This design comes from an exercise in tuning for small area and a short achievable clock period on the open sky130 flow, not from production work.
No functional check of the RTL was part of any run shown here.

--- flow/design.v ---
module CPU(clock,reset,MemData,MemOut,rd,wr,PC,IR,MBR,AC,MAR,SR);
input clock;
input reset;
input signed [15:0] MemData;
output reg signed [15:0] MemOut;
output reg [10:0] PC,MAR;
output reg signed [15:0] IR,MBR;
output signed [15:0] AC;
output reg wr,rd;
output [3:0] SR;    
parameter K1 = 4;           
parameter K3 = 2;           
localparam K12 = 16 - K3;   
reg [2:0] state;
reg signed [15:0] ACr;
reg [3:0] SRr;
reg accSel;                 
wire [3:0] op = IR[15:12];
wire       m  = IR[11];
wire        sa   = ACr[15];
wire [15:0] absa = sa ? -ACr : ACr;
wire [15:0] d1 = m ? MemData : {5'b0, IR[10:0]};
function fits;   
  input [15:0] d;
  input integer w;
  reg [15:0] e;
  integer j;
  reg hi, lo;
  begin
    e = d ^ {16{d[15]}};
    hi = 1'b0;
    for (j = 0; j < 16; j = j + 1) if (j >= w) hi = hi | e[j];
    lo = 1'b1;
    for (j = 0; j < 16; j = j + 1) if (j < w) lo = lo & e[j];
    fits = ~hi & ~(d[15] & lo);
  end
endfunction
wire [15:0] B1 = d1 ^ {16{~d1[15]}};
wire [15:0] B2 = MBR ^ {16{~MBR[15]}};
wire [15:0] ra [0:16];
wire [15:0] qa;
assign ra[0] = 16'd0;
genvar n;
generate
  for (n = 0; n < K1; n = n + 1) begin : s1
    localparam W = n + 1;
    wire [W-1:0] x;
    if (n == 0) begin : x0
      assign x = absa[15];
    end else begin : xn
      assign x = {ra[n][W-2:0], absa[15-n]};
    end
    wire [W:0] t = {1'b0, x} + {1'b0, B1[W-1:0]} + {{W{1'b0}}, ~d1[15]};
    wire       q = t[W] & fits(d1, W);
    assign qa[15-n] = q;
    assign ra[n+1] = {{(16-W){1'b0}}, (q ? t[W-1:0] : x)};
  end
endgenerate
reg [K1-1:0] p1r, p1q;
always @(posedge clock) begin
  p1r <= ra[K1][K1-1:0];
  p1q <= qa[15:16-K1];
end
wire [15:0] rb [K1:16];
wire [15:0] qb;
assign rb[K1] = {{(16-K1){1'b0}}, p1r};
assign qb[15:16-K1] = p1q;
generate
  for (n = K1; n < K12; n = n + 1) begin : s2
    localparam W = n + 1;
    wire [W-1:0] x = {rb[n][W-2:0], absa[15-n]};
    wire [W:0] t = {1'b0, x} + {1'b0, B2[W-1:0]} + {{W{1'b0}}, ~MBR[15]};
    wire       q = t[W] & fits(MBR, W);
    assign qb[15-n] = q;
    assign rb[n+1] = {{(16-W){1'b0}}, (q ? t[W-1:0] : x)};
  end
endgenerate
reg [K12-1:0] p2r, p2q;
always @(posedge clock) begin
  p2r <= rb[K12][K12-1:0];
  p2q <= qb[15:16-K12];
end
wire [15:0] rc [K12:16];
wire [15:0] qc;
assign rc[K12] = {{(16-K12){1'b0}}, p2r};
assign qc[15:16-K12] = p2q;
generate
  for (n = K12; n < 16; n = n + 1) begin : s3
    localparam W = n + 1;
    wire [W-1:0] x = {rc[n][W-2:0], absa[15-n]};
    wire [W:0] t = {1'b0, x} + {1'b0, B2[W-1:0]} + {{W{1'b0}}, ~MBR[15]};
    wire       q = t[W] & fits(MBR, W);
    assign qc[15-n] = q;
    if (W < 16) begin : rr
      assign rc[n+1] = {{(16-W){1'b0}}, (q ? t[W-1:0] : x)};
    end
  end
endgenerate
wire [15:0] qu   = qc;
wire        dz   = (MBR == 16'd0);
wire        negq = sa ^ MBR[15];
wire [15:0] lowor;      
assign lowor[0] = 1'b0;
generate
  for (n = 1; n < 16; n = n + 1) begin : lo
    assign lowor[n] = |qu[n-1:0];
  end
endgenerate
wire [15:0] quot  = dz ? 16'd0 : (qu ^ ({16{negq}} & lowor));
wire        quotz = dz | ~|qu;
assign AC = accSel ? quot : ACr;
assign SR = accSel ? {quotz, quot[15], 2'b00} : SRr;
wire [16:0] sum  = {1'b0,ACr} + {1'b0,MBR};
wire [16:0] diff = {1'b0,ACr} - {1'b0,MBR};
wire [15:0] prod;
mul16lo umul(.a(ACr), .b(MBR), .p(prod));
wire add_v = (ACr[15] == MBR[15]) && (sum[15]  != ACr[15]);
wire sub_v = (ACr[15] != MBR[15]) && (diff[15] != ACr[15]);
always @(posedge clock) begin
  if (reset) begin
    PC <= 0; MAR <= 0; IR <= 0; MBR <= 0; ACr <= 0; MemOut <= 0; SRr <= 0;
    rd <= 1; wr <= 0;
    accSel <= 0;
    state <= 0;
  end else
  case (state)
  0: begin
    rd <= 1; wr <= 0;
    MAR <= PC;
    if (accSel) begin
      ACr <= quot;
      SRr <= {quotz, quot[15], 2'b00};
    end
    accSel <= 0;
    state <= 1;
  end
  1: begin
    rd <= 1; wr <= 0;
    IR <= MemData;
    PC <= PC + 1'b1;
    state <= 2;
  end
  2: begin
    if (m) MAR <= IR[10:0];
    state <= 3;
  end
  3: begin
    state <= 4;
    case (op)
      4'h1, 4'h3, 4'h4, 4'h5, 4'h6: MBR <= d1;
      4'h2: begin MBR <= ACr; rd <= 0; wr <= 1; end
      4'h7: begin PC <= MAR; state <= 0; end
      4'h8: if (SRr[3]) begin PC <= MAR; state <= 0; end
      default: ;
    endcase
  end
  4: begin
    state <= 0;
    case (op)
      4'h1: begin ACr <= MBR;       SRr <= {MBR == 16'd0, MBR[15], 2'b00}; end
      4'h2: MemOut <= MBR;
      4'h3: begin ACr <= sum[15:0];  SRr <= {sum[15:0] == 16'd0, sum[15], sum[16], add_v}; end
      4'h4: begin ACr <= diff[15:0]; SRr <= {diff[15:0] == 16'd0, diff[15], diff[16], sub_v}; end
      4'h5: begin ACr <= prod;       SRr <= {prod == 16'd0, prod[15], 2'b00}; end
      4'h6: accSel <= 1'b1;
      default: ;
    endcase
  end
  default: state <= 0;
  endcase
end
endmodule
module mul16lo(input [15:0] a, input [15:0] b, output [15:0] p);
wire w1;
wire w2;
wire w3;
wire w4;
wire w5;
wire w6;
wire w7;
wire w8;
wire w9;
wire w10;
wire w11;
wire w12;
wire w13;
wire w14;
wire w15;
wire w16;
wire w17;
wire w18;
wire w19;
wire w20;
wire w21;
wire w22;
wire w23;
wire w24;
wire w25;
wire w26;
wire w27;
wire w28;
wire w29;
wire w30;
wire w31;
wire w32;
wire w33;
wire w34;
wire w35;
wire w36;
wire w37;
wire w38;
wire w39;
wire w40;
wire w41;
wire w42;
wire w43;
wire w44;
wire w45;
wire w46;
wire w47;
wire w48;
wire w49;
wire w50;
wire w51;
wire w52;
wire w53;
wire w54;
wire w55;
wire w56;
wire w57;
wire w58;
wire w59;
wire w60;
wire w61;
wire w62;
wire w63;
wire w64;
wire w65;
wire w66;
wire w67;
wire w68;
wire w69;
wire w70;
wire w71;
wire w72;
wire w73;
wire w74;
wire w75;
wire w76;
wire w77;
wire w78;
wire w79;
wire w80;
wire w81;
wire w82;
wire w83;
wire w84;
wire w85;
wire w86;
wire w87;
wire w88;
wire w89;
wire w90;
wire w91;
wire w92;
wire w93;
wire w94;
wire w95;
wire w96;
wire w97;
wire w98;
wire w99;
wire w100;
wire w101;
wire w102;
wire w103;
wire w104;
wire w105;
wire w106;
wire w107;
wire w108;
wire w109;
wire w110;
wire w111;
wire w112;
wire w113;
wire w114;
wire w115;
wire w116;
wire w117;
wire w118;
wire w119;
wire w120;
wire w121;
wire w122;
wire w123;
wire w124;
wire w125;
wire w126;
wire w127;
wire w128;
wire w129;
wire w130;
wire w131;
wire w132;
wire w133;
wire w134;
wire w135;
wire w136;
wire w137;
wire w138;
wire w139;
wire w140;
wire w141;
wire w142;
wire w143;
wire w144;
wire w145;
wire w146;
wire w147;
wire w148;
wire w149;
wire w150;
wire w151;
wire w152;
wire w153;
wire w154;
wire w155;
wire w156;
wire w157;
wire w158;
wire w159;
wire w160;
wire w161;
wire w162;
wire w163;
wire w164;
wire w165;
wire w166;
wire w167;
wire w168;
wire w169;
wire w170;
wire w171;
wire w172;
wire w173;
wire w174;
wire w175;
wire w176;
wire w177;
wire w178;
wire w179;
wire w180;
wire w181;
wire w182;
wire w183;
wire w184;
wire w185;
wire w186;
wire w187;
wire w188;
wire w189;
wire w190;
wire w191;
wire w192;
wire w193;
wire w194;
wire w195;
wire w196;
wire w197;
wire w198;
wire w199;
wire w200;
wire w201;
wire w202;
wire w203;
wire w204;
wire w205;
wire w206;
wire w207;
wire w208;
wire w209;
wire w210;
assign w1 = (a[13] & b[0]) ^ (a[12] & b[1]);
assign w2 = (a[13] & b[0]) & (a[12] & b[1]);
assign w3 = (a[14] & b[0]) ^ (a[13] & b[1]) ^ (a[12] & b[2]);
assign w4 = ((a[14] & b[0]) & (a[13] & b[1])) | ((a[14] & b[0]) & (a[12] & b[2])) | ((a[13] & b[1]) & (a[12] & b[2]));
assign w5 = (a[11] & b[3]) ^ (a[10] & b[4]);
assign w6 = (a[11] & b[3]) & (a[10] & b[4]);
assign w7 = (a[15] & b[0]) ^ (a[14] & b[1]) ^ (a[13] & b[2]);
assign w8 = ((a[15] & b[0]) & (a[14] & b[1])) | ((a[15] & b[0]) & (a[13] & b[2])) | ((a[14] & b[1]) & (a[13] & b[2]));
assign w9 = (a[12] & b[3]) ^ (a[11] & b[4]) ^ (a[10] & b[5]);
assign w10 = ((a[12] & b[3]) & (a[11] & b[4])) | ((a[12] & b[3]) & (a[10] & b[5])) | ((a[11] & b[4]) & (a[10] & b[5]));
assign w11 = (a[9] & b[6]) ^ (a[8] & b[7]);
assign w12 = (a[9] & b[6]) & (a[8] & b[7]);
assign w13 = (a[9] & b[0]) ^ (a[8] & b[1]);
assign w14 = (a[9] & b[0]) & (a[8] & b[1]);
assign w15 = (a[10] & b[0]) ^ (a[9] & b[1]) ^ (a[8] & b[2]);
assign w16 = ((a[10] & b[0]) & (a[9] & b[1])) | ((a[10] & b[0]) & (a[8] & b[2])) | ((a[9] & b[1]) & (a[8] & b[2]));
assign w17 = (a[7] & b[3]) ^ (a[6] & b[4]);
assign w18 = (a[7] & b[3]) & (a[6] & b[4]);
assign w19 = (a[11] & b[0]) ^ (a[10] & b[1]) ^ (a[9] & b[2]);
assign w20 = ((a[11] & b[0]) & (a[10] & b[1])) | ((a[11] & b[0]) & (a[9] & b[2])) | ((a[10] & b[1]) & (a[9] & b[2]));
assign w21 = (a[8] & b[3]) ^ (a[7] & b[4]) ^ (a[6] & b[5]);
assign w22 = ((a[8] & b[3]) & (a[7] & b[4])) | ((a[8] & b[3]) & (a[6] & b[5])) | ((a[7] & b[4]) & (a[6] & b[5]));
assign w23 = (a[5] & b[6]) ^ (a[4] & b[7]);
assign w24 = (a[5] & b[6]) & (a[4] & b[7]);
assign w25 = (a[12] & b[0]) ^ (a[11] & b[1]) ^ (a[10] & b[2]);
assign w26 = ((a[12] & b[0]) & (a[11] & b[1])) | ((a[12] & b[0]) & (a[10] & b[2])) | ((a[11] & b[1]) & (a[10] & b[2]));
assign w27 = (a[9] & b[3]) ^ (a[8] & b[4]) ^ (a[7] & b[5]);
assign w28 = ((a[9] & b[3]) & (a[8] & b[4])) | ((a[9] & b[3]) & (a[7] & b[5])) | ((a[8] & b[4]) & (a[7] & b[5]));
assign w29 = (a[6] & b[6]) ^ (a[5] & b[7]) ^ (a[4] & b[8]);
assign w30 = ((a[6] & b[6]) & (a[5] & b[7])) | ((a[6] & b[6]) & (a[4] & b[8])) | ((a[5] & b[7]) & (a[4] & b[8]));
assign w31 = (a[3] & b[9]) ^ (a[2] & b[10]);
assign w32 = (a[3] & b[9]) & (a[2] & b[10]);
assign w33 = w1 ^ (a[11] & b[2]) ^ (a[10] & b[3]);
assign w34 = (w1 & (a[11] & b[2])) | (w1 & (a[10] & b[3])) | ((a[11] & b[2]) & (a[10] & b[3]));
assign w35 = (a[9] & b[4]) ^ (a[8] & b[5]) ^ (a[7] & b[6]);
assign w36 = ((a[9] & b[4]) & (a[8] & b[5])) | ((a[9] & b[4]) & (a[7] & b[6])) | ((a[8] & b[5]) & (a[7] & b[6]));
assign w37 = (a[6] & b[7]) ^ (a[5] & b[8]) ^ (a[4] & b[9]);
assign w38 = ((a[6] & b[7]) & (a[5] & b[8])) | ((a[6] & b[7]) & (a[4] & b[9])) | ((a[5] & b[8]) & (a[4] & b[9]));
assign w39 = (a[3] & b[10]) ^ (a[2] & b[11]) ^ (a[1] & b[12]);
assign w40 = ((a[3] & b[10]) & (a[2] & b[11])) | ((a[3] & b[10]) & (a[1] & b[12])) | ((a[2] & b[11]) & (a[1] & b[12]));
assign w41 = w3 ^ w5 ^ (a[9] & b[5]);
assign w42 = (w3 & w5) | (w3 & (a[9] & b[5])) | (w5 & (a[9] & b[5]));
assign w43 = (a[8] & b[6]) ^ (a[7] & b[7]) ^ (a[6] & b[8]);
assign w44 = ((a[8] & b[6]) & (a[7] & b[7])) | ((a[8] & b[6]) & (a[6] & b[8])) | ((a[7] & b[7]) & (a[6] & b[8]));
assign w45 = (a[5] & b[9]) ^ (a[4] & b[10]) ^ (a[3] & b[11]);
assign w46 = ((a[5] & b[9]) & (a[4] & b[10])) | ((a[5] & b[9]) & (a[3] & b[11])) | ((a[4] & b[10]) & (a[3] & b[11]));
assign w47 = (a[2] & b[12]) ^ (a[1] & b[13]) ^ (a[0] & b[14]);
assign w48 = ((a[2] & b[12]) & (a[1] & b[13])) | ((a[2] & b[12]) & (a[0] & b[14])) | ((a[1] & b[13]) & (a[0] & b[14]));
assign w49 = w7 ^ w9 ^ w11;
assign w50 = (w7 & w9) | (w7 & w11) | (w9 & w11);
assign w51 = (a[7] & b[8]) ^ (a[6] & b[9]) ^ (a[5] & b[10]);
assign w52 = ((a[7] & b[8]) & (a[6] & b[9])) | ((a[7] & b[8]) & (a[5] & b[10])) | ((a[6] & b[9]) & (a[5] & b[10]));
assign w53 = (a[4] & b[11]) ^ (a[3] & b[12]) ^ (a[2] & b[13]);
assign w54 = ((a[4] & b[11]) & (a[3] & b[12])) | ((a[4] & b[11]) & (a[2] & b[13])) | ((a[3] & b[12]) & (a[2] & b[13]));
assign w55 = (a[1] & b[14]) ^ (a[0] & b[15]) ^ w4;
assign w56 = ((a[1] & b[14]) & (a[0] & b[15])) | ((a[1] & b[14]) & w4) | ((a[0] & b[15]) & w4);
assign w57 = (a[6] & b[0]) ^ (a[5] & b[1]);
assign w58 = (a[6] & b[0]) & (a[5] & b[1]);
assign w59 = (a[7] & b[0]) ^ (a[6] & b[1]) ^ (a[5] & b[2]);
assign w60 = ((a[7] & b[0]) & (a[6] & b[1])) | ((a[7] & b[0]) & (a[5] & b[2])) | ((a[6] & b[1]) & (a[5] & b[2]));
assign w61 = (a[4] & b[3]) ^ (a[3] & b[4]);
assign w62 = (a[4] & b[3]) & (a[3] & b[4]);
assign w63 = (a[8] & b[0]) ^ (a[7] & b[1]) ^ (a[6] & b[2]);
assign w64 = ((a[8] & b[0]) & (a[7] & b[1])) | ((a[8] & b[0]) & (a[6] & b[2])) | ((a[7] & b[1]) & (a[6] & b[2]));
assign w65 = (a[5] & b[3]) ^ (a[4] & b[4]) ^ (a[3] & b[5]);
assign w66 = ((a[5] & b[3]) & (a[4] & b[4])) | ((a[5] & b[3]) & (a[3] & b[5])) | ((a[4] & b[4]) & (a[3] & b[5]));
assign w67 = (a[2] & b[6]) ^ (a[1] & b[7]);
assign w68 = (a[2] & b[6]) & (a[1] & b[7]);
assign w69 = w13 ^ (a[7] & b[2]) ^ (a[6] & b[3]);
assign w70 = (w13 & (a[7] & b[2])) | (w13 & (a[6] & b[3])) | ((a[7] & b[2]) & (a[6] & b[3]));
assign w71 = (a[5] & b[4]) ^ (a[4] & b[5]) ^ (a[3] & b[6]);
assign w72 = ((a[5] & b[4]) & (a[4] & b[5])) | ((a[5] & b[4]) & (a[3] & b[6])) | ((a[4] & b[5]) & (a[3] & b[6]));
assign w73 = (a[2] & b[7]) ^ (a[1] & b[8]) ^ (a[0] & b[9]);
assign w74 = ((a[2] & b[7]) & (a[1] & b[8])) | ((a[2] & b[7]) & (a[0] & b[9])) | ((a[1] & b[8]) & (a[0] & b[9]));
assign w75 = w15 ^ w17 ^ (a[5] & b[5]);
assign w76 = (w15 & w17) | (w15 & (a[5] & b[5])) | (w17 & (a[5] & b[5]));
assign w77 = (a[4] & b[6]) ^ (a[3] & b[7]) ^ (a[2] & b[8]);
assign w78 = ((a[4] & b[6]) & (a[3] & b[7])) | ((a[4] & b[6]) & (a[2] & b[8])) | ((a[3] & b[7]) & (a[2] & b[8]));
assign w79 = (a[1] & b[9]) ^ (a[0] & b[10]) ^ w14;
assign w80 = ((a[1] & b[9]) & (a[0] & b[10])) | ((a[1] & b[9]) & w14) | ((a[0] & b[10]) & w14);
assign w81 = w19 ^ w21 ^ w23;
assign w82 = (w19 & w21) | (w19 & w23) | (w21 & w23);
assign w83 = (a[3] & b[8]) ^ (a[2] & b[9]) ^ (a[1] & b[10]);
assign w84 = ((a[3] & b[8]) & (a[2] & b[9])) | ((a[3] & b[8]) & (a[1] & b[10])) | ((a[2] & b[9]) & (a[1] & b[10]));
assign w85 = (a[0] & b[11]) ^ w16 ^ w18;
assign w86 = ((a[0] & b[11]) & w16) | ((a[0] & b[11]) & w18) | (w16 & w18);
assign w87 = w25 ^ w27 ^ w29;
assign w88 = (w25 & w27) | (w25 & w29) | (w27 & w29);
assign w89 = w31 ^ (a[1] & b[11]) ^ (a[0] & b[12]);
assign w90 = (w31 & (a[1] & b[11])) | (w31 & (a[0] & b[12])) | ((a[1] & b[11]) & (a[0] & b[12]));
assign w91 = w20 ^ w22 ^ w24;
assign w92 = (w20 & w22) | (w20 & w24) | (w22 & w24);
assign w93 = w33 ^ w35 ^ w37;
assign w94 = (w33 & w35) | (w33 & w37) | (w35 & w37);
assign w95 = w39 ^ (a[0] & b[13]) ^ w26;
assign w96 = (w39 & (a[0] & b[13])) | (w39 & w26) | ((a[0] & b[13]) & w26);
assign w97 = w28 ^ w30 ^ w32;
assign w98 = (w28 & w30) | (w28 & w32) | (w30 & w32);
assign w99 = w41 ^ w43 ^ w45;
assign w100 = (w41 & w43) | (w41 & w45) | (w43 & w45);
assign w101 = w47 ^ w2 ^ w34;
assign w102 = (w47 & w2) | (w47 & w34) | (w2 & w34);
assign w103 = w36 ^ w38 ^ w40;
assign w104 = (w36 & w38) | (w36 & w40) | (w38 & w40);
assign w105 = w49 ^ w51 ^ w53;
assign w106 = (w49 & w51) | (w49 & w53) | (w51 & w53);
assign w107 = w55 ^ w6 ^ w42;
assign w108 = (w55 & w6) | (w55 & w42) | (w6 & w42);
assign w109 = w44 ^ w46 ^ w48;
assign w110 = (w44 & w46) | (w44 & w48) | (w46 & w48);
assign w111 = (a[4] & b[0]) ^ (a[3] & b[1]);
assign w112 = (a[4] & b[0]) & (a[3] & b[1]);
assign w113 = (a[5] & b[0]) ^ (a[4] & b[1]) ^ (a[3] & b[2]);
assign w114 = ((a[5] & b[0]) & (a[4] & b[1])) | ((a[5] & b[0]) & (a[3] & b[2])) | ((a[4] & b[1]) & (a[3] & b[2]));
assign w115 = (a[2] & b[3]) ^ (a[1] & b[4]);
assign w116 = (a[2] & b[3]) & (a[1] & b[4]);
assign w117 = w57 ^ (a[4] & b[2]) ^ (a[3] & b[3]);
assign w118 = (w57 & (a[4] & b[2])) | (w57 & (a[3] & b[3])) | ((a[4] & b[2]) & (a[3] & b[3]));
assign w119 = (a[2] & b[4]) ^ (a[1] & b[5]) ^ (a[0] & b[6]);
assign w120 = ((a[2] & b[4]) & (a[1] & b[5])) | ((a[2] & b[4]) & (a[0] & b[6])) | ((a[1] & b[5]) & (a[0] & b[6]));
assign w121 = w59 ^ w61 ^ (a[2] & b[5]);
assign w122 = (w59 & w61) | (w59 & (a[2] & b[5])) | (w61 & (a[2] & b[5]));
assign w123 = (a[1] & b[6]) ^ (a[0] & b[7]) ^ w58;
assign w124 = ((a[1] & b[6]) & (a[0] & b[7])) | ((a[1] & b[6]) & w58) | ((a[0] & b[7]) & w58);
assign w125 = w63 ^ w65 ^ w67;
assign w126 = (w63 & w65) | (w63 & w67) | (w65 & w67);
assign w127 = (a[0] & b[8]) ^ w60 ^ w62;
assign w128 = ((a[0] & b[8]) & w60) | ((a[0] & b[8]) & w62) | (w60 & w62);
assign w129 = w69 ^ w71 ^ w73;
assign w130 = (w69 & w71) | (w69 & w73) | (w71 & w73);
assign w131 = w64 ^ w66 ^ w68;
assign w132 = (w64 & w66) | (w64 & w68) | (w66 & w68);
assign w133 = w75 ^ w77 ^ w79;
assign w134 = (w75 & w77) | (w75 & w79) | (w77 & w79);
assign w135 = w70 ^ w72 ^ w74;
assign w136 = (w70 & w72) | (w70 & w74) | (w72 & w74);
assign w137 = w81 ^ w83 ^ w85;
assign w138 = (w81 & w83) | (w81 & w85) | (w83 & w85);
assign w139 = w76 ^ w78 ^ w80;
assign w140 = (w76 & w78) | (w76 & w80) | (w78 & w80);
assign w141 = w87 ^ w89 ^ w91;
assign w142 = (w87 & w89) | (w87 & w91) | (w89 & w91);
assign w143 = w82 ^ w84 ^ w86;
assign w144 = (w82 & w84) | (w82 & w86) | (w84 & w86);
assign w145 = w93 ^ w95 ^ w97;
assign w146 = (w93 & w95) | (w93 & w97) | (w95 & w97);
assign w147 = w88 ^ w90 ^ w92;
assign w148 = (w88 & w90) | (w88 & w92) | (w90 & w92);
assign w149 = w99 ^ w101 ^ w103;
assign w150 = (w99 & w101) | (w99 & w103) | (w101 & w103);
assign w151 = w94 ^ w96 ^ w98;
assign w152 = (w94 & w96) | (w94 & w98) | (w96 & w98);
assign w153 = w105 ^ w107 ^ w109;
assign w154 = (w105 & w107) | (w105 & w109) | (w107 & w109);
assign w155 = w100 ^ w102 ^ w104;
assign w156 = (w100 & w102) | (w100 & w104) | (w102 & w104);
assign w157 = (a[3] & b[0]) ^ (a[2] & b[1]);
assign w158 = (a[3] & b[0]) & (a[2] & b[1]);
assign w159 = w111 ^ (a[2] & b[2]) ^ (a[1] & b[3]);
assign w160 = (w111 & (a[2] & b[2])) | (w111 & (a[1] & b[3])) | ((a[2] & b[2]) & (a[1] & b[3]));
assign w161 = w113 ^ w115 ^ (a[0] & b[5]);
assign w162 = (w113 & w115) | (w113 & (a[0] & b[5])) | (w115 & (a[0] & b[5]));
assign w163 = w117 ^ w119 ^ w114;
assign w164 = (w117 & w119) | (w117 & w114) | (w119 & w114);
assign w165 = w121 ^ w123 ^ w118;
assign w166 = (w121 & w123) | (w121 & w118) | (w123 & w118);
assign w167 = w125 ^ w127 ^ w122;
assign w168 = (w125 & w127) | (w125 & w122) | (w127 & w122);
assign w169 = w129 ^ w131 ^ w126;
assign w170 = (w129 & w131) | (w129 & w126) | (w131 & w126);
assign w171 = w133 ^ w135 ^ w130;
assign w172 = (w133 & w135) | (w133 & w130) | (w135 & w130);
assign w173 = w137 ^ w139 ^ w134;
assign w174 = (w137 & w139) | (w137 & w134) | (w139 & w134);
assign w175 = w141 ^ w143 ^ w138;
assign w176 = (w141 & w143) | (w141 & w138) | (w143 & w138);
assign w177 = w145 ^ w147 ^ w142;
assign w178 = (w145 & w147) | (w145 & w142) | (w147 & w142);
assign w179 = w149 ^ w151 ^ w146;
assign w180 = (w149 & w151) | (w149 & w146) | (w151 & w146);
assign w181 = w153 ^ w155 ^ w150;
assign w182 = (w153 & w155) | (w153 & w150) | (w155 & w150);
assign w183 = (a[2] & b[0]) ^ (a[1] & b[1]);
assign w184 = (a[2] & b[0]) & (a[1] & b[1]);
assign w185 = w157 ^ (a[1] & b[2]) ^ (a[0] & b[3]);
assign w186 = (w157 & (a[1] & b[2])) | (w157 & (a[0] & b[3])) | ((a[1] & b[2]) & (a[0] & b[3]));
assign w187 = w159 ^ (a[0] & b[4]) ^ w158;
assign w188 = (w159 & (a[0] & b[4])) | (w159 & w158) | ((a[0] & b[4]) & w158);
assign w189 = w161 ^ w112 ^ w160;
assign w190 = (w161 & w112) | (w161 & w160) | (w112 & w160);
assign w191 = w163 ^ w116 ^ w162;
assign w192 = (w163 & w116) | (w163 & w162) | (w116 & w162);
assign w193 = w165 ^ w120 ^ w164;
assign w194 = (w165 & w120) | (w165 & w164) | (w120 & w164);
assign w195 = w167 ^ w124 ^ w166;
assign w196 = (w167 & w124) | (w167 & w166) | (w124 & w166);
assign w197 = w169 ^ w128 ^ w168;
assign w198 = (w169 & w128) | (w169 & w168) | (w128 & w168);
assign w199 = w171 ^ w132 ^ w170;
assign w200 = (w171 & w132) | (w171 & w170) | (w132 & w170);
assign w201 = w173 ^ w136 ^ w172;
assign w202 = (w173 & w136) | (w173 & w172) | (w136 & w172);
assign w203 = w175 ^ w140 ^ w174;
assign w204 = (w175 & w140) | (w175 & w174) | (w140 & w174);
assign w205 = w177 ^ w144 ^ w176;
assign w206 = (w177 & w144) | (w177 & w176) | (w144 & w176);
assign w207 = w179 ^ w148 ^ w178;
assign w208 = (w179 & w148) | (w179 & w178) | (w148 & w178);
assign w209 = w181 ^ w152 ^ w180;
assign w210 = (w181 & w152) | (w181 & w180) | (w152 & w180);
wire [15:0] ra = {w209, w207, w205, w203, w201, w199, w197, w195, w193, w191, w189, w187, w185, w183, (a[1] & b[0]), (a[0] & b[0])};
wire [15:0] rb = {w208, w206, w204, w202, w200, w198, w196, w194, w192, w190, w188, w186, w184, (a[0] & b[2]), (a[0] & b[1]), 1'b0};
assign p = ra + rb;
endmodule
--- flow/run.sh ---
#!/bin/bash
# synth_recipe.tcl (not shown) runs the flow's synth.tcl, then flattens the netlist and writes it again
# the make line also repeats each setting of config.mk as NAME=value (left out here)
make -C /OpenROAD-flow-scripts/flow DESIGN_CONFIG=/design/flow/config.mk WORK_HOME=/design/flow/orfs CLKGATE_MAP_FILE= SYNTH_SCRIPT=/design/flow/synth_recipe.tcl finish
--- flow/config.mk ---
export PLATFORM = sky130hd
export DESIGN_NAME = CPU
export DESIGN_NICKNAME = CPU
export VERILOG_FILES = /design/flow/design.v
export SDC_FILE = /design/flow/constraint.sdc
export NUM_CORES = 4
export LEC_CHECK = 0
export ABC_AREA = 1
export CAP_MARGIN = 20
export CORE_MARGIN = 2
export CORE_UTILIZATION = 40
export SLEW_MARGIN = 20
--- flow/constraint.sdc ---
create_clock -name core_clock -period 32.0 [get_ports {clock}]
set_input_delay 6.4000 -clock core_clock [delete_from_list [all_inputs] [get_ports {clock}]]
set_output_delay 6.4000 -clock core_clock [all_outputs]
set_load 0.01 [all_outputs]
==> results of run 1 <==
## cell type report
class | count | area, um^2
Fill cell | 4879 | 25400
Multi-Input combinational cell | 2230 | 14100
Sequential cell | 132 | 2640
Inverter | 474 | 1780
Timing Repair Buffer | 150 | 1400
Tap cell | 607 | 759
Clock buffer | 17 | 425
Clock inverter | 15 | 199
## layer usage
layer  vias up  GRT usage
li1       9622          -
met1      9283      0.384
met2       786      0.419
met3       130     0.0516
met4         4     0.0826
met5         -          0
## cell usage after synthesis, drive strengths merged
cell type	number
nand2	730
inv	470
a21oi	232
o21ai	210
ha	181
nor2	175
nand3	173
dfxtp	132
xor2	121
fa	95
clkbuf	77
xnor2	53
buf	31
nor3	31
nand4	30
a31oi	26
or2	23
and2	20
a211oi	19
a21o	16
o22ai	15
o21bai	14
nor4	9
o211ai	7
o21a	7
a221oi	6
o31ai	6
a21boi	4
and3	4
clkinv	4
nand3b	4
o2111ai	4
o221ai	4
mux2i	3
nor3b	3
a31o	2
a2111oi	1
a41oi	1
o311ai	1
## stage by stage
stage                      util  cell area, um^2  instances
after detailed placement  0.443            20700       3593
after floorplan               -            19000       2944
final                     0.457            21300       3625
after CTS                 0.456            21300       3625
after global routing      0.457            21300       3625
after global placement    0.443            20700       3592
## sequential cells by signal, summed over array words and instances (netlist names)
register  cells
ACr          16
IR           16
MAR          11
MBR          16
MemOut       16
PC           11
SRr           4
accSel        1
p1q           4
p1r           4
p2q          14
p2r          14
rd            1
state         3
wr            1
## cell families after synthesis
logic type      after synthesis
xor+xnor                    174
flops                       132
fa+ha+maj                   276
buf+inv                     582
compound gates              575
simple gates               1202
mux                           3
## how the worst max path moves through the flow
stage          startpoint  endpoint  slack, ps  cells after the start
6_report          MBR[15]    p2r[2]      10330                    110
3_3_place_gp      MBR[15]    p2r[2]      11460                    108
4_1_cts           MBR[15]    p2r[2]      10440                    110
2_1_floorplan     MBR[15]   p2r[11]      14940                    121
5_1_grt           MBR[15]    p2r[2]       7760                    107
3_5_place_dp      MBR[15]    p2r[2]      10470                    110
## cell usage in the layout, fill, tap and decap left out, types with 16 or more instances in the layout
master	synthesis	routed
dfxtp_1	132	132
buf_4	5	40
and2_1	20	20
a21o_1	16	16
nand3_1	165	165
clkdlybuf4s50_1	0	109
o21ai_1	19	20
xor2_1	120	120
nor3_1	30	29
nor2_1	169	166
inv_1	457	457
clkbuf_16	0	17
nand4_1	29	29
or2_2	19	19
a21oi_1	231	231
nand2_1	723	723
o21ai_0	181	180
ha_1	181	181
fa_1	95	95
xnor2_1	51	51
a31oi_1	26	26
a211oi_1	19	19
==> reports/results.tsv, run 1 <==
stage	metric	value	unit
drt	drcViolationCount	0	
die	core-area	46800	um^2
timing	finalSetupViolations	0	
global_routing	grt_pass1_wl	106	mm
timing	finalClockSkew	16.5	ps
drt	post_drt_wl_per_cell	18.6	um
worst_setup_path	worstPathArrival	22000	ps
synthesis	yosysSeqAreaShare	0.139	
drt	topRoutingLayerUsed	met5	
drt	met1_length	31.1	mm
die	start_util	0.407	
drt	routed_via_density	5.47	
die	fp.dieH	222	um
timing	rsz0062_at_grt	no	
cts	cts.reportedPaths.clkPinSlew	70	ps
drt	via_count	19800	
cts	cts_root_buf	clkbuf_16	
drt	antenna_left	0	
placed_design	portBuffers	109	
cts	ctsHoldBuffers	0	
cts	clock_path_buffers	2	
worst_setup_path	regToRegSetupSlack	10330	ps
worst_setup_path	critical_path_buf_inv_count	16	
worst_setup_path	crit_type	reg -> reg	
timing	finalHoldViolCount	0	
worst_setup_path	cp_common_cell	nand2_1	
synthesis	yosys.area.top_type_share	0.143	
synthesis	synthTopCellsByArea	nand2_1 14%, dfxtp_1 14%, ha_1 12%	
synthesis	synthSimpleGateAreaFrac	0.270	
global_routing	grt.overflow.total	0	
placed_design	dp_slack	10470	ps
worst_hold_path	hold_path_class	reg -> reg	
worst_hold_path	holdPathEnd	p2q[11]	
finish	area_growth	12.3	%
drt	dr_wl_met3	5.72	mm
synthesis	synth_compound_area_frac	0.171	
worst_setup_path	max_stage_delay	730	ps
placed_design	hpwl	51.7	mm
cts	tritoncts	done	
global_routing	grt_use_total	0.272	
cts	cts_buffers	17	
finish	drive_gt1_frac	0.0494	
global_routing	grt_max_degree	52	
timing	setup_tns	0	ps
timing	setup_slack	10330	ps
timing	post-route-period-util	0.677	
die	ios	110	
synthesis	syn-num-nets	3238	
run_status	status	finished clean	
drt	wl	67.6	mm
flow_run	maxCapViolations	0	
synthesis	yosys.area_share.adder	0.219	
finish	diodes	0	
worst_setup_path	rr_startpoint	MBR[15]	
timing	period_needed	21670	ps
cts	postCtsSetupBuffers	0	
die	die_x	222	um
synthesis	syn_area_per_cell	6.46	um^2
worst_setup_path	critPathMaxFanout	20	
synthesis	synth_cell_types	59	
synthesis	synth_seq_cells	132	
timing	fin_hold_ws	325	ps
cts	htree_levels	4	
placed_design	gp_congestion	0.948	
die	num_rows	79	
timing	slew_violations	0	
worst_setup_path	r2r_cells	110	
drt	wl_met2	28.8	mm
cts	insertion_delay	470	ps
finish	final_nets	3299	
drt	drt_iter0_markers	1832	
worst_setup_path	setup.worst_path.end_class	flop	
synthesis	synth_xor_area_frac	0.0813	
worst_hold_path	whs_path_depth	0	
timing	fmax	46.2	MHz
global_routing	antenna_found_initial	2	
die	dieArea	49300	um^2
worst_setup_path	cp-start-kind	flop	
timing	max_slew.worst_pin.slew	989	ps
worst_setup_path	critPathTopFamily	simple AND/OR/NAND/NOR gates	
cts	cts.sinks	132	
synthesis	ys_warn_count	1	
synthesis	syn_area	19000	um^2
synthesis	yosysTopAreaCell	nand2_1	
timing	slew_headroom	0.338	
worst_setup_path	cpMaxStageDelayCell	a2111oi_0	
synthesis	synthMuxAreaShare	0.00158	
worst_hold_path	hold_start	p1q[1]	
worst_setup_path	worstPathRequired	32330	ps
cts	ctsResizeCount	0	
synthesis	synth_cells	2944	
synthesis	synth_top_family_by_area	simple AND/OR/NAND/NOR gates	
global_routing	grt_pass1_vias	19000	
drt	firstDrtPassIters	8	
worst_setup_path	reg2reg_to	p2r[2]	
==> run 2: changes to the inputs <==
==> flow/flow/run.sh (new file) <==
#!/bin/bash
set -euo pipefail
MARGIN=$(python3 -c "print(${FLOW_PERIOD_NS} - 16)")
bash standard.sh SETUP_SLACK_MARGIN=$MARGIN finish > standard_flow.log 2>&1
==> flow/standard.sh (new file) <==
#!/bin/bash
# synth_recipe.tcl (not shown) runs the flow's synth.tcl, then flattens the netlist and writes it again
# the make line also repeats each setting of config.mk as NAME=value (left out here)
make -C /OpenROAD-flow-scripts/flow DESIGN_CONFIG=/design/flow/config.mk WORK_HOME=/design/flow/orfs CLKGATE_MAP_FILE= SYNTH_SCRIPT=/design/flow/synth_recipe.tcl "${@:-finish}"
removed: flow/run.sh
==> run 2 against run 1 <==
Net effect:
- non-clock buffer count increased by 131
- setup slack better by 5500 ps
- fmax rose by 34%
- first-iteration DRC count fell by 5.2%
- clock skew up 2.8 ps
- highest routed layer is now met4
- register-to-register slack gained 5500 ps
- synthesized cell count is the same
- sequential share of layout area fell by 1.4 points
- utilization increased by 6.4 points
==> reports/results.tsv, run 2 <==
stage	metric	value	unit	change
synthesis	synth_cell_types	59		unchanged
synthesis	syn-num-nets	3238		unchanged
placed_design	dpl_cell_area	20800	um^2	was 20700 um^2
synthesis	yosysSeqAreaShare	0.139		unchanged
drt	dr_wl_met3	6.61	mm	was 5.72 mm
timing	fmax	61.9	MHz	was 46.2 MHz
worst_setup_path	cp_common_cell	nand2_2		was nand2_1
worst_setup_path	r2r_cells	115		was 110
finish	area_growth	28.0	%	was 12.3%
timing	finalClockSkew	19.3	ps	was 16.5 ps
die	num_rows	79		unchanged
worst_setup_path	critPathMaxFanout	8		was 20
synthesis	synth_flop_cell	dfxtp_1		unchanged
worst_setup_path	reg2reg_to	p2q[0]		was p2r[2]
placed_design	place_inst	3598		was 3593
drt	via_count	20900		was 19800
drt	drt_iter0_markers	1737		was 1832
finish	multi_input_area	15800	um^2	was 14100 um^2
synthesis	synthTopCellsByArea	nand2_1 14%, dfxtp_1 14%, ha_1 12%		unchanged
global_routing	grt.overflow.total	0		unchanged
cts	cts_buffers	17		unchanged
timing	setup_slack	15840	ps	was 10330 ps
cts	cts.sinks	132		unchanged
timing	fin_hold_ws	318	ps	was 325 ps
die	ios	110		unchanged
synthesis	synth-edff-count	0		unchanged
timing	post-route-period-util	0.505		was 0.677
timing	max_slew.worst_pin.slew	946	ps	was 989 ps
worst_hold_path	whs_path_depth	0		unchanged
timing	rsz0062_at_grt	yes		was no
finish	final_area	24300	um^2	was 21300 um^2
worst_setup_path	crit_type	reg -> reg		unchanged
worst_hold_path	hold_path_class	reg -> reg		unchanged
finish	final_nets	3439		was 3299
worst_hold_path	hold_start	p1q[3]		was p1q[1]
global_routing	grt_pass1_wl	109	mm	was 106 mm
synthesis	syn_area	19000	um^2	unchanged
drt	wl	72.6	mm	was 67.6 mm
cts	cts_root_buf	clkbuf_16		unchanged
finish	drive_gt1_frac	0.178		was 0.0494
worst_setup_path	rr_startpoint	MBR[15]		unchanged
finish	final_cell_mix	656 x nand2_1, 436 x inv_1, 202 x a21oi_1		was 723 x nand2_1, 457 x inv_1, 231 x a21oi_1
worst_setup_path	worstPathArrival	16530	ps	was 22000 ps
synthesis	yosys.cell_count.top_type	nand2_1		unchanged
finish	regArea	2670	um^2	was 2640 um^2
global_routing	grt_max_degree	43		was 52
die	die_x	222	um	unchanged
die	dieArea	49300	um^2	unchanged
cts	tritoncts	done		unchanged
die	start_util	0.407		unchanged
drt	routed_via_density	5.55		was 5.47
drt	antenna_left	0		unchanged
timing	slew_violations	0		unchanged
worst_setup_path	cp-start-kind	flop		unchanged
drt	topRoutingLayerUsed	met4		was met5
die	fp.dieH	222	um	unchanged
finish	final_common_cell	nand2_1		unchanged
timing	finalHoldViolCount	0		unchanged
worst_setup_path	max_stage_delay	410	ps	was 730 ps
synthesis	yosysTopAreaCell	nand2_1		unchanged
drt	drcViolationCount	0		unchanged
synthesis	synth-async-reset-ratio	0		unchanged
placed_design	dp_slack	11710	ps	was 10470 ps
finish	diodes	0		unchanged
timing	slew_headroom	0.362		was 0.338
timing	finalSetupViolations	0		unchanged
placed_design	gp_congestion	0.954		was 0.948
timing	period_needed	16160	ps	was 21670 ps
cts	htree_levels	4		unchanged
global_routing	grt_use_total	0.281		was 0.272
cts	clock_path_buffers	2		unchanged
global_routing	grt_pass1_vias	19700		was 19000
worst_setup_path	setup.worst_path.end_class	flop		unchanged
worst_setup_path	cpMaxStageDelayCell	dfxtp_4		was a2111oi_0
synthesis	synth_seq_cells	132		unchanged
timing	setup_tns	0	ps	unchanged
worst_setup_path	regToRegSetupSlack	15840	ps	was 10330 ps
drt	post_drt_wl_per_cell	19.3	um	was 18.6 um
placed_design	portBuffers	109		unchanged
finish	fill_cells	4512		was 4879
drt	met1_length	31.5	mm	was 31.1 mm
synthesis	ys_warn_count	1		unchanged
finish	layoutNonFillerInstCount	3765		was 3625
cts	cts.reportedPaths.clkPinSlew	80	ps	was 70 ps
synthesis	synth_cells	2944		unchanged
synthesis	syn_area_per_cell	6.46	um^2	unchanged
worst_setup_path	worstPathRequired	32370	ps	was 32330 ps
drt	firstDrtPassIters	6		was 8
flow_run	maxCapViolations	0		unchanged
worst_hold_path	holdPathEnd	p2q[13]		was p2q[11]
die	core-area	46800	um^2	unchanged
run_status	status	finished clean		unchanged
placed_design	hpwl	50.9	mm	was 51.7 mm
drt	wl_met2	32.1	mm	was 28.8 mm
global_routing	antenna_found_initial	2		unchanged
synthesis	yosys.area.top_type_share	0.143		unchanged
synthesis	synthTopCellsByCount	723 x nand2_1, 457 x inv_1, 231 x a21oi_1		unchanged
cts	insertion_delay	470	ps	about the same
-- run 2: cell counts after synthesis --
Identical to the previous run, type by type.
-- run 2: how the worst max path moves through the flow --
stage | start | endpoint | slack, ps
finish | MBR[15] | p2q[0] | 15840
global route | MBR[15] | p2r[11] | 14890
CTS | ACr[3] | p2r[3] | 16000
detailed placement | MBR[15] | p2r[1] | 11710
global placement | MBR[15] | p2r[1] | 12470
floorplan | MBR[15] | p2r[11] | 16010
-- run 2: stage by stage --
stage	util
finish	0.521
global route	0.521
CTS	0.492
detailed placement	0.445
global placement	0.445
floorplan	-
-- run 2: kinds of logic after synthesis --
family,share of synthesized area
muxes,0.00158
xor gates and xnor gates,0.0813
and+or+nand+nor,0.270
adders and majority gates,0.219
AOI/OAI and AO/OA,0.171
buffers and inverters,0.119
DFF,0.139
-- run 2: what timing repair did --
action	4_1_cts	5_1_grt
setup endpoints to repair	16	15
hold buffers	0	0
cloned	11	1
gates resized for setup	174	242
pin swaps	49	137
setup buffers	76	46
-- run 2: worst max-delay path: cells and delay by family (launching register included) --
| family | cells | cell delay [ps] |
|---|---|---|
| AND/OR/NAND/NOR | 42 | 4940 |
| XOR/XNOR | 1 | 150 |
| flip-flops | 1 | 410 |
| adder cells (fa/ha/maj) | 9 | 2330 |
| AO/OA/AOI/OAI | 33 | 4860 |
| buffers and inverters | 29 | 2990 |
| multiplexers | 1 | 270 |
-- run 2: layer usage --
metal / global-route usage / vias to the layer above
met5: 0 / -
met4: 0.0944 / 0
met3: 0.0542 / 175
met2: 0.447 / 961
met1: 0.381 / 9831
li1: - / 9918
-- run 2: cell type report --
class / count / area share
Timing Repair Buffer: 281 / 0.109
Clock inverter: 15 / 0.00755
Clock buffer: 17 / 0.0175
Inverter: 474 / 0.0761
Multi-Input combinational cell: 2237 / 0.648
Sequential cell: 132 / 0.110
Timing Repair inverter: 2 / 0.000668
Tap cell: 607 / 0.0312
==> run 3: changes to the inputs <==
==> flow/flow/run.sh (replaced) <==
#!/bin/bash
set -euo pipefail
MARGIN=$(python3 -c "print(${FLOW_PERIOD_NS} - 13)")
bash standard.sh SETUP_SLACK_MARGIN=$MARGIN finish > standard_flow.log 2>&1
==> run 3 against run 2 <==
Net effect:
- final cell count increased by 2.1%
- design area grew 4.4%
- utilization is 2.3 points higher
- global-route usage increased by 1.7 points
- wire length increased by 6.2%
- hold slack better by 11 ps
- die area stayed put
==> reports/results.tsv, run 3 <==
stage	metric	value	unit	change
finish	final_common_cell	nand2_1		unchanged
worst_setup_path	setup.worst_path.end_class	flop		unchanged
placed_design	gp_congestion	0.950		was 0.954
synthesis	synthTopCellsByArea	nand2_1 14%, dfxtp_1 14%, ha_1 12%		unchanged
synthesis	synth_flop_cell	dfxtp_1		unchanged
timing	post-route-period-util	0.506		was 0.505
timing	finalHoldViolCount	0		unchanged
synthesis	syn_area_per_cell	6.46	um^2	unchanged
synthesis	yosysTopAreaCell	nand2_1		unchanged
die	dieArea	49300	um^2	unchanged
synthesis	yosysSeqAreaShare	0.139		unchanged
finish	final_cell_mix	643 x nand2_1, 432 x inv_1, 220 x buf_4		was 656 x nand2_1, 436 x inv_1, 202 x a21oi_1
placed_design	portBuffers	109		unchanged
global_routing	grt_pass1_vias	20500		was 19700
drt	via_count	21600		was 20900
worst_setup_path	worstPathArrival	16520	ps	was 16530 ps
drt	routed_via_density	5.63		was 5.55
drt	post_drt_wl_per_cell	20.1	um	was 19.3 um
timing	finalClockSkew	17.4	ps	was 19.3 ps
finish	final_nets	3518		was 3439
timing	slew_violations	0		unchanged
synthesis	syn-num-nets	3238		unchanged
global_routing	grt.overflow.total	0		unchanged
worst_hold_path	hold_path_class	reg -> reg		unchanged
placed_design	hpwl	52.0	mm	was 50.9 mm
die	core-area	46800	um^2	unchanged
cts	clock_path_buffers	2		unchanged
cts	cts_buffers	17		unchanged
timing	setup_slack	15820	ps	was 15840 ps
timing	finalSetupViolations	0		unchanged
worst_setup_path	cpMaxStageDelayCell	dfxtp_2		was dfxtp_4
die	die_x	222	um	unchanged
worst_setup_path	max_stage_delay	560	ps	was 410 ps
synthesis	synth_seq_cells	132		unchanged
finish	area_growth	33.6	%	was 28.0%
drt	antenna_left	0		unchanged
cts	insertion_delay	470	ps	about the same
worst_setup_path	crit_type	reg -> reg		unchanged
synthesis	yosys.area.top_type_share	0.143		unchanged
cts	cts.reportedPaths.clkPinSlew	70	ps	was 80 ps
die	fp.dieH	222	um	unchanged
worst_setup_path	cp_common_cell	nand2_2		unchanged
timing	max_slew.worst_pin.slew	952	ps	was 946 ps
timing	fmax	61.8	MHz	was 61.9 MHz
synthesis	synth_cells	2944		unchanged
synthesis	syn_area	19000	um^2	unchanged
timing	setup_tns	0	ps	unchanged
worst_setup_path	cp-start-kind	flop		unchanged
global_routing	grt_pass1_wl	115	mm	was 109 mm
cts	tritoncts	done		unchanged
timing	period_needed	16180	ps	was 16160 ps
drt	drt_iter0_markers	2232		was 1737
flow_run	maxCapViolations	0		unchanged
cts	htree_levels	4		unchanged
cts	cts_root_buf	clkbuf_16		unchanged
worst_setup_path	critPathMaxFanout	9		was 8
global_routing	grt_use_total	0.298		was 0.281
timing	rsz0062_at_grt	yes		unchanged
die	start_util	0.407		unchanged
cts	ctsHoldBuffers	0		unchanged
timing	slew_headroom	0.363		was 0.362
synthesis	synth-async-reset-ratio	0		unchanged
cts	cts.sinks	132		unchanged
finish	drive_gt1_frac	0.213		was 0.178
run_status	status	finished clean		unchanged
finish	diodes	0		unchanged
synthesis	synth-edff-count	0		unchanged
worst_setup_path	worstPathRequired	32340	ps	was 32370 ps
synthesis	synthTopCellsByCount	723 x nand2_1, 457 x inv_1, 231 x a21oi_1		unchanged
drt	drcViolationCount	0		unchanged
global_routing	grt_max_degree	68		was 43
drt	wl	77.1	mm	was 72.6 mm
die	num_rows	79		unchanged
placed_design	dp_slack	13140	ps	was 11710 ps
die	ios	110		unchanged
synthesis	synth_cell_types	59		unchanged
finish	final_core_util	0.544		was 0.521
drt	firstDrtPassIters	6		unchanged
global_routing	antenna_found_initial	1		was 2
synthesis	ys_warn_count	1		unchanged
synthesis	yosys.cell_count.top_type	nand2_1		unchanged
## run 3: layout make-up
cell class,instances,area [um^2]
clock inverter,13,136
timing repair inverter,2,18.8
clock buffer,18,450
multi-input combinational,2237,16200
inverter,474,1860
fill,4435,21300
sequential,132,2680
tap,607,759
timing repair buffer,360,3290
## run 3: logic make-up after synthesis
group           Yosys count  share of synthesized area
fa+ha+maj               276                      0.219
xor+xnor                174                     0.0813
flops                   132                      0.139
mux                       3                    0.00158
buf+inv                 582                      0.119
compound gates          575                      0.171
simple gates           1202                      0.270
## run 3: what timing repair did
item,in CTS,in global routing
setup buffers,160,48
pin swaps,117,129
gates cloned,14,0
setup endpoints to repair,35,35
resized for setup,231,171
## run 3: metrics by stage
| stage | hold WS (ps) | instances | area [um^2] |
|---|---|---|---|
| global route | 332 | 3843 | 25400 |
| floorplan | 310 | 2944 | 19500 |
| CTS | 330 | 3795 | 24200 |
| global placement | 312 | 3590 | 21100 |
| detailed placement | 314 | 3590 | 21100 |
| finish | 329 | 3843 | 25400 |
## run 3: final timing paths
| kind | from | end | slack, ps | depth (start not counted) |
|---|---|---|---|---|
| worst max register to register | MBR[13] | p2r[0] | 15820 | 106 |
| worst max-delay path | MBR[13] | p2r[0] | 15820 | 106 |
| worst min register to register | p1q[1] | p2q[11] | 330 | 0 |
| worst min-delay path | p1q[1] | p2q[11] | 330 | 0 |
## run 3: metal layers
layer / vias up / global-route usage / share of wire
met1: 10200 / 0.411 / 0.43
met2: 1091 / 0.456 / 0.43
met4: 0 / 0.119 / 0.044
li1: 10100 / - / -
met5: - / 0 / 0
met3: 231 / 0.0591 / 0.097
## run 3: critical path, delay by kind of cell, from the launching register on
| family | cells | cell delay, ps |
|---|---|---|
| compound gates | 23 | 3080 |
| xor+xnor | 7 | 1250 |
| fa+ha+maj | 9 | 2830 |
| buf+inv | 19 | 2300 |
| flops | 1 | 560 |
| simple gates | 48 | 6020 |
==> run 4: changes to the inputs <==
--- a/flow/design.v
+++ b/flow/design.v
@@ -8,8 +8,8 @@
 output signed [15:0] AC;
 output reg wr,rd;
 output [3:0] SR;    
-parameter K1 = 4;           
-parameter K3 = 2;           
+parameter K1 = 6;           
+parameter K3 = 3;           
 localparam K12 = 16 - K3;   
 reg [2:0] state;
 reg signed [15:0] ACr;
@@ -110,12 +110,21 @@
 wire        quotz = dz | ~|qu;
 assign AC = accSel ? quot : ACr;
 assign SR = accSel ? {quotz, quot[15], 2'b00} : SRr;
-wire [16:0] sum  = {1'b0,ACr} + {1'b0,MBR};
-wire [16:0] diff = {1'b0,ACr} - {1'b0,MBR};
+wire        sub  = (op == 4'h4);
+wire [15:0] bop  = MBR ^ {16{sub}};
+wire [16:0] sum  = {1'b0,ACr} + {1'b0,bop} + {16'd0,sub};
+wire        as_c = sum[16] ^ sub;                                   
+wire        as_v = (ACr[15] == bop[15]) && (sum[15] != ACr[15]);    
 wire [15:0] prod;
 mul16lo umul(.a(ACr), .b(MBR), .p(prod));
-wire add_v = (ACr[15] == MBR[15]) && (sum[15]  != ACr[15]);
-wire sub_v = (ACr[15] != MBR[15]) && (diff[15] != ACr[15]);
+reg [15:0] acn;
+always @(*)
+  case (op)
+    4'h1:       acn = MBR;
+    4'h3, 4'h4: acn = sum[15:0];
+    default:    acn = prod;
+  endcase
+wire [1:0] cv = (op == 4'h3 || op == 4'h4) ? {as_c, as_v} : 2'b00;
 always @(posedge clock) begin
   if (reset) begin
     PC <= 0; MAR <= 0; IR <= 0; MBR <= 0; ACr <= 0; MemOut <= 0; SRr <= 0;
@@ -157,11 +166,8 @@
   4: begin
     state <= 0;
     case (op)
-      4'h1: begin ACr <= MBR;       SRr <= {MBR == 16'd0, MBR[15], 2'b00}; end
+      4'h1, 4'h3, 4'h4, 4'h5: begin ACr <= acn; SRr <= {acn == 16'd0, acn[15], cv}; end
       4'h2: MemOut <= MBR;
-      4'h3: begin ACr <= sum[15:0];  SRr <= {sum[15:0] == 16'd0, sum[15], sum[16], add_v}; end
-      4'h4: begin ACr <= diff[15:0]; SRr <= {diff[15:0] == 16'd0, diff[15], diff[16], sub_v}; end
-      4'h5: begin ACr <= prod;       SRr <= {prod == 16'd0, prod[15], 2'b00}; end
       4'h6: accSel <= 1'b1;
       default: ;
     endcase
==> flow/flow/run.sh (replaced) <==
#!/bin/bash
set -euo pipefail
MARGIN=$(python3 -c "print(round(${FLOW_PERIOD_NS} - 14.5, 3))")
bash standard.sh SETUP_SLACK_MARGIN=$MARGIN finish > standard_flow.log 2>&1
==> run 4 against run 3 <==
Net effect:
- still clean
- register-to-register slack gained 2700 ps
- non-clock buffer count shrank 168
- die area shrank 2.1%
- count of clock-buffer cells in the layout grew 2
- hold slack lost 22 ps
- utilization shrank 7.6 points
- flip-flop and latch count grew 2
- largest cell class unchanged
==> reports/results.tsv, run 4 <==
stage	metric	value	unit	change
synthesis	synth-edff-count	0		unchanged
flow_run	maxCapViolations	0		unchanged
timing	fmax	71.1	MHz	was 61.8 MHz
worst_setup_path	cpMaxStageDelayCell	clkdlybuf4s50_1		was dfxtp_2
synthesis	syn_area_per_cell	6.39	um^2	was 6.46 um^2
synthesis	yosys.area.top_type_share	0.152		was 0.143
drt	firstDrtPassIters	6		unchanged
drt	drcViolationCount	0		unchanged
cts	cts.sinks	134		was 132
timing	post-route-period-util	0.439		was 0.506
synthesis	synth_top_family_by_area	simple AND/OR/NAND/NOR gates		unchanged
drt	routed_via_density	5.38		was 5.63
finish	fill_cells	4846		was 4435
run_status	status	finished clean		unchanged
synthesis	ys_warn_count	1		unchanged
timing	finalHoldViolCount	0		unchanged
global_routing	grt.overflow.total	0		unchanged
synthesis	synth-async-reset-ratio	0		unchanged
synthesis	syn-num-nets	3190		was 3238
global_routing	grt_max_degree	39		was 68
synthesis	synth_flop_cell	dfxtp_1		unchanged
timing	slew_headroom	0.324		was 0.363
worst_setup_path	critical_path_buf_inv_count	6		was 19
drt	wl	66.2	mm	was 77.1 mm
synthesis	syn_area	18600	um^2	was 19000 um^2
die	ios	110		unchanged
finish	final_area	21600	um^2	was 25400 um^2
cts	tritoncts	done		unchanged
die	core-area	46300	um^2	was 46800 um^2
finish	layoutNonFillerInstCount	3644		was 3843
die	num_rows	79		unchanged
timing	period_needed	14060	ps	was 16180 ps
timing	rsz0062_at_grt	no		was yes
placed_design	dp_slack	15510	ps	was 13140 ps
synthesis	synth_compound_area_frac	0.166		was 0.171
synthesis	yosysSeqAreaShare	0.144		was 0.139
worst_setup_path	crit_type	reg -> out		was reg -> reg
global_routing	grt_pass1_wl	102	mm	was 115 mm
worst_hold_path	hold_path_class	reg -> reg		unchanged
timing	fin_hold_ws	307	ps	was 329 ps
global_routing	grt_use_total	0.272		was 0.298
placed_design	dpl_cell_area	20300	um^2	was 21100 um^2
synthesis	yosysTopAreaCell	nand2_1		unchanged
worst_setup_path	cp-start-kind	flop		unchanged
global_routing	antenna_found_initial	1		unchanged
placed_design	hpwl	49.1	mm	was 52.0 mm
cts	cts.reportedPaths.clkPinSlew	80	ps	was 70 ps
worst_setup_path	max_stage_delay	580	ps	was 560 ps
finish	final_core_util	0.467		was 0.544
synthesis	synthTopCellsByArea	nand2_1 15%, dfxtp_1 14%, ha_1 11%		was nand2_1 14%, dfxtp_1 14%, ha_1 12%
drt	via_count	19600		was 21600
synthesis	synth_cells	2913		was 2944
die	die_x	220	um	was 222 um
worst_setup_path	worstPathArrival	7660	ps	was 16520 ps
timing	max_slew.worst_pin.slew	1010	ps	was 952 ps
worst_setup_path	cp_common_cell	nand2_1		was nand2_2
worst_setup_path	r2r_cells	80		was 106
synthesis	synth_cell_types	57		was 59
finish	drive_gt1_frac	0.0840		was 0.213
placed_design	place_inst	3561		was 3590
die	start_util	0.402		was 0.407
drt	antenna_left	0		unchanged
cts	htree_levels	4		unchanged
synthesis	synthSimpleGateAreaFrac	0.285		was 0.270
synthesis	synthMuxAreaShare	0.000605		was 0.00158
worst_setup_path	critPathTopFamily	simple AND/OR/NAND/NOR gates		unchanged
placed_design	portBuffers	109		unchanged
finish	final_common_cell	nand2_1		unchanged
worst_setup_path	critPathMaxFanout	30		was 9
timing	slew_violations	0		unchanged
cts	ctsHoldBuffers	0		unchanged
drt	drt_iter0_markers	1724		was 2232
drt	post_drt_wl_per_cell	18.2	um	was 20.1 um
finish	diodes	0		unchanged
timing	setup_tns	0	ps	unchanged
synthesis	synth_xor_area_frac	0.0715		was 0.0813
synthesis	yosys.cell_count.top_type	nand2_1		unchanged
timing	finalClockSkew	19.6	ps	was 17.4 ps
synthesis	synth_seq_cells	134		was 132
cts	cts_root_buf	clkbuf_16		unchanged
synthesis	synthTopCellsByCount	753 x nand2_1, 455 x inv_1, 201 x a21oi_1		was 723 x nand2_1, 457 x inv_1, 231 x a21oi_1
cts	clock_path_buffers	2		unchanged
finish	final_nets	3301		was 3518
die	fp.dieH	220	um	was 222 um
finish	final_cell_mix	747 x nand2_1, 444 x inv_1, 198 x a21oi_1		was 643 x nand2_1, 432 x inv_1, 220 x buf_4
timing	finalSetupViolations	0		unchanged
cts	cts_buffers	17		unchanged
die	dieArea	48300	um^2	was 49300 um^2
global_routing	grt_pass1_vias	18600		was 20500
finish	area_growth	16.1	%	was 33.6%
synthesis	yosys.area_share.adder	0.212		was 0.219
worst_setup_path	setup.worst_path.end_class	primary output		was flop
placed_design	gp_congestion	0.961		was 0.950
cts	insertion_delay	470	ps	about the same
worst_setup_path	worstPathRequired	25600	ps	was 32340 ps
worst_setup_path	crit_cells	48		was 106
timing	setup_slack	17940	ps	was 15820 ps
worst_hold_path	whs_path_depth	0		unchanged
## run 4: cell count changes in the layout (fill, tap and decap cells not counted), sizes merged, moves of 6 or more
| cell | before | now |
|---|---|---|
| nor2 | 175 | 164 |
| ha | 181 | 165 |
| nand2 | 736 | 768 |
| buf | 248 | 83 |
| xor2 | 121 | 95 |
| nand3 | 174 | 191 |
| a21oi | 232 | 203 |
| o211ai | 7 | 27 |
| o22ai | 15 | 7 |
| nand4 | 30 | 24 |
| o21ai | 210 | 221 |
| nand3b | 4 | 10 |
## run 4: repair_timing
action | in CTS | in global routing
gates resized for setup | 27 | 77
cloned | 0 | 6
setup endpoints to repair | 39 | 39
buffers inserted | 4 | 41
pin swaps | 2 | 18
## run 4: worst register-to-register path, delay by kind of cell (launching register included)
family | cells | cell delay [ps]
flip-flops | 1 | 350
adder cells (fa/ha/maj) | 7 | 2490
buffers and inverters | 7 | 1190
XOR/XNOR | 2 | 330
AO/OA/AOI/OAI | 28 | 4120
AND/OR/NAND/NOR | 36 | 4950
## run 4: area by class of cell
| cell class | count | area [um^2] | area share |
|---|---|---|---|
| clock inverter | 12 | 109 | 0.00504 |
| timing repair buffer | 192 | 1760 | 0.0813 |
| tap | 607 | 759 | 0.0351 |
| multi-input combinational | 2207 | 14000 | 0.649 |
| sequential | 134 | 2690 | 0.125 |
| clock buffer | 20 | 467 | 0.0216 |
| inverter | 472 | 1800 | 0.0833 |
## run 4: cell families after synthesis
| group | Yosys count |
|---|---|
| adders and majority gates | 259 |
| xor gates and xnor gates | 152 |
| buffers and inverters | 578 |
| and+or+nand+nor | 1234 |
| DFF | 134 |
| AOI/OAI and AO/OA | 555 |
| muxes | 1 |
## run 4: layer usage
layer | vias up | global-route usage | routed length [um]
met5 | - | 0 | 0
met4 | 0 | 0.0904 | 1740
met3 | 106 | 0.0476 | 5490
met2 | 762 | 0.432 | 29200
met1 | 9126 | 0.373 | 29700
li1 | 9604 | - | -
## run 4: path summary, 6_finish.rpt
path | start | to | slack, ps
worst max-delay path | ACr[1] | AC[14] | 17940
worst min-delay path | p1q[5] | p2q[12] | 310
worst max register to register | MBR[15] | p2r[12] | 18510
worst min register to register | p1q[5] | p2q[12] | 310

## port drivers added, routing unchanged
The flow's constraints put no driver on any port. The routed layouts listed below were extracted and timed again, unchanged, in two steps. Step 1, drivers: a clkbuf_16 drives clock and a buf_2 each remaining input, both assumed. Step 2 moves the port delays by t, midway between the first and last clock arrival at a register: inputs arrive t later, outputs are due t later. That takes back most of the time a late clock gives input paths. Three values: ideal, step 1, step 2; two values: the first two.
| run | shift t [ns] | slack for setup (ns) | hold WS [ns] |
|---|---|---|---|
| run 1 | 0.516 | 10.333 / 10.333 / 10.333 | 0.325 / 0.325 / 0.325 |
| run 2 | 0.518 | 15.837 / 15.837 / 15.837 | 0.318 / 0.318 / 0.318 |
| run 3 | 0.512 | 15.822 / 15.822 / 15.822 | 0.329 / 0.329 / 0.329 |
| run 4 | 0.516 | 17.937 / 17.881 / 17.630 | 0.307 / 0.307 / 0.307 |
After both steps every run listed still meets setup and hold. The setup slack of run 4, which loses most, moves by -0.056 ns with the drivers and by -0.307 ns with both steps.
